What follows belongs to an exercise in optimizing a design on an open flow for small area, a short achievable clock period and few clock cycles; a production flow would make more cautious choices. Function was checked by simulation only, so behaviour that the tests miss may differ from the original. Power and IR drop assume default switching activity.

## SAD
module SAD(Go, A_Addr, A_Data, B_Addr, B_Data, C_Addr, I_RW, I_En, O_RW, O_En, Done, SAD_Out, Clk, Rst);
Size: ~300 cells after synthesis, ~93 I/O pins, ~2700 µm² of cells after synthesis.
export LEC_CHECK = 0
export CAP_MARGIN = 20
export CORE_MARGIN = 2
export CORE_UTILIZATION = 45
export SLEW_MARGIN = 20
export SYNTH_HIERARCHICAL = 1
export SYNTH_MINIMUM_KEEP_SIZE = 0
create_clock -name core_clock -period 8.0 [get_ports {Clk}]
standard.sh (not shown) runs the stock make flow with config.mk's settings and CLKGATE_MAP_FILE= SYNTH_SCRIPT=/design/flow/synth_recipe.tcl, a recipe that flattens the netlist after the stock synthesis.
==> flow/flow/run.sh <==
#!/bin/bash
# Standard layout with three changes: port buffers made of buf_1 cells
# instead of the delay buffers buffer_ports picks by default, adders left to
# ABC, no dummy loads added to the clock tree, and timing repair aimed 5.4 ns below the period.
set -euo pipefail
bash standard.sh \
  "BUFFER_PORTS_ARGS=-buffer_cell sky130_fd_sc_hd__buf_1" \
  ADDER_MAP_FILE= \
  "CTS_ARGS=-sink_clustering_enable -sink_clustering_size 50 -sink_clustering_max_diameter 500 -repair_clock_nets -dont_use_dummy_load" \
  SETUP_SLACK_MARGIN=5.4 \
  finish > make_finish.log 2>&1
Testbench counts at the start, summed over its fixed seeds: cycles 393,246.
Edit:
==> flow/flow/run.sh (replaced) <==
#!/bin/bash
# Standard layout with three changes: port buffers made of buf_1 cells
# instead of the delay buffers buffer_ports picks by default, adders left to
# ABC, and no dummy loads added to the clock tree.
set -euo pipefail
bash standard.sh \
  "BUFFER_PORTS_ARGS=-buffer_cell sky130_fd_sc_hd__buf_1" \
  ADDER_MAP_FILE= \
  "CTS_ARGS=-sink_clustering_enable -repair_clock_nets -dont_use_dummy_load" \
  finish > make_finish.log 2>&1
Worst setup slack degrades by 100 ps. Via count went up by 1.6%. Area after synthesis stays the same. Total power went down by 0.63%. Hold slack improves by 5.9 ps. Die area does not change. Wire length went up by 2.5%.


## run A
Another version of the RTL of SAD (not shown whole).
Size in the first run: ~46 flip-flops, roughly 0.0026 mm2 of cells after synthesis.
clock: 8.0 ns
lec_check: 0
cap_margin: 20
core_margin: 2
core_utilization: 45
slew_margin: 20
synth_hierarchical: 1
synth_minimum_keep_size: 0
==> flow/flow/run.sh <==
#!/bin/bash
# Standard layout with three changes: port buffers made of buf_1 cells
# instead of the delay buffers buffer_ports picks by default, adders left to
# ABC, no dummy loads added to the clock tree, and timing repair aimed 5.2 ns below the period.
set -euo pipefail
bash standard.sh \
  "BUFFER_PORTS_ARGS=-buffer_cell sky130_fd_sc_hd__buf_1" \
  ADDER_MAP_FILE= \
  "CTS_ARGS=-sink_clustering_enable -repair_clock_nets -dont_use_dummy_load" \
  SETUP_SLACK_MARGIN=5.2 \
  finish > make_finish.log 2>&1
Looking at the reports, run A completed the entire flow and the layout it produced met the timing, design-rule and antenna checks.
Testbench counts of run A, summed over its fixed seeds: cycles 393,246.
Here is what was changed in the inputs of run B compared with run A.
Settings: putting GPL_ROUTABILITY_DRIVEN at 0 where nothing was set.
==> flow/flow/run.sh <==
#!/bin/bash
# Standard layout with three changes: port buffers made of buf_1 cells
# instead of the delay buffers buffer_ports picks by default, adders left to
# ABC, no dummy loads added to the clock tree, and timing repair aimed 5.5 ns below the period.
set -euo pipefail
bash standard.sh \
  "BUFFER_PORTS_ARGS=-buffer_cell sky130_fd_sc_hd__buf_1" \
  ADDER_MAP_FILE= \
  "CTS_ARGS=-sink_clustering_enable -repair_clock_nets -dont_use_dummy_load" \
  SETUP_SLACK_MARGIN=5.5 \
  finish > make_finish.log 2>&1
Findings:
- Run A ended with every stage complete and zero timing, DRC or antenna violations.
- The final layout from run B, which completed every stage, passed the timing, design-rule and antenna checks at the end of the flow.
- Final critical delay including setup and external delays down 0.19 ns in run B wrt run A
- Sort run A and run B by sequential share of layout area, ascending, and run A comes first.
- Status: total via count in the routed design parity (run B, run A)
- Reported for run A and run B, clock-buffer cell count turned out identical to the last digit.
- The group drawing the most power comes out combinational logic in one run and sequential cells in the other, namely in run B and run A respectively.
- In the flow results for run A and run B, the count of cells resized by post-cts repair is smaller on run A.
- Run A -> run B: clock transition time at the flip-flop clock pins of the worst setup and hold paths flat
- Comparing run A against run B, there is no change at all in die boundary width.
### run B -> run C
Settings: a deleted GPL_ROUTABILITY_DRIVEN that had been 0.
==> flow/flow/run.sh <==
#!/bin/bash
# Standard layout with three changes: port buffers made of buf_1 cells
# instead of the delay buffers buffer_ports picks by default, adders left to
# ABC, no dummy loads added to the clock tree, and timing repair aimed 5.7 ns below the period.
set -euo pipefail
bash standard.sh \
  "BUFFER_PORTS_ARGS=-buffer_cell sky130_fd_sc_hd__buf_1" \
  ADDER_MAP_FILE= \
  "CTS_ARGS=-sink_clustering_enable -repair_clock_nets -dont_use_dummy_load" \
  SETUP_SLACK_MARGIN=5.7 \
  finish > make_finish.log 2>&1
## What came out
Against run B, worst setup margin in run C came out better. Run B → run C: placed cell area rose 0.75%; total power density per cell area fell 29 mW/mm2; number of non-filler instances in the completed layout rose about 8%; relative area change from synthesis to final layout rose 28 points. Final critical path time including I/O delays and setup came out lower on run C than on run B.
Input-level comparison between run D and run C:
==> flow/flow/run.sh <==
#!/bin/bash
# Standard layout with three changes: port buffers made of buf_1 cells
# instead of the delay buffers buffer_ports picks by default, adders left to
# ABC, no dummy loads added to the clock tree, and timing repair aimed 5.5 ns below the period.
set -euo pipefail
bash standard.sh \
  "BUFFER_PORTS_ARGS=-buffer_cell sky130_fd_sc_hd__buf_1" \
  ADDER_MAP_FILE= \
  "CTS_ARGS=-sink_clustering_enable -repair_clock_nets -dont_use_dummy_load" \
  SETUP_SLACK_MARGIN=5.5 \
  finish > make_finish.log 2>&1
### Flow results
- Max clock network area share across run D and run C: run D
- Going from run C to run D, via count has decreased; worst hold slack has increased; overall power of the completed layout has decreased.
- Cmp run D and run C / first-pass GRT wire length / lower: run D
> inputs changed (run D -> run E)
Settings: PLACE_DENSITY newly set to 0.8.
Findings:
The standard cells in run E occupy more silicon area than those in run D do.
Compared with run D, run E shows a final critical-path required period that is 0.0045 ns higher.
Run E vs. run D: switching power of the nets went up by 0.59%.
Of run E and run D, the run reporting the lower DRC violation total after the first TritonRoute iteration was run E.
Worst setup margin | run E below run D
Reported for run E and run D, number of logic stages on the critical path including buffering turned out identical to the last digit.
Looking at global-route wire length before repair, run E sits 3.7% higher than run D does.
Between run E and run D, the power density of the placed cells is lower for run D.
Having completed the whole flow, run E delivered a layout that passed the timing, design-rule and antenna checks.
The clock input transition at the sequential cells of the worst setup and hold paths of run D and that of run E are within noise of each other.

-- afterwards: timing with drivers on the ports --
The flow's constraints put no driver on any port. The routed layouts listed below were extracted and timed again, unchanged, in two steps. Step 1 assumes that a clkbuf_16 drives the clock port and a buf_2 every other input. Step 2, shift: input delay + t, output delay - t, t = (earliest + latest rising clock arrival at the registers) / 2. This alone moves slack from input paths to output paths. Three values: ideal ports, drivers, drivers and shift; two values: the first two.
run | t (ns) | setup WS [ns] | clock arrival spread, ns
the first run of note 1 | 0.314 | 5.440 / 5.436 / 5.123 | 0.010 / 0.010
the second run of note 1 | 0.312 | 5.336 / 5.310 / 5.149 | 0.015 / 0.015
run A | 0.308 | 5.355 / 5.327 / 5.097 | 0.025 / 0.024
run B | 0.315 | 5.542 / 5.514 / 5.344 | 0.015 / 0.015
run C | 0.311 | 5.618 / 5.591 / 5.439 | 0.010 / 0.010
run D | 0.315 | 5.542 / 5.514 / 5.344 | 0.015 / 0.015
run E | 0.309 | 5.537 / 5.509 / 5.335 | 0.019 / 0.020
After both steps every run listed still meets setup and hold. For the first run of note 1, which loses most, drivers alone change the setup slack by -0.004 ns; drivers and shift together by -0.317 ns.
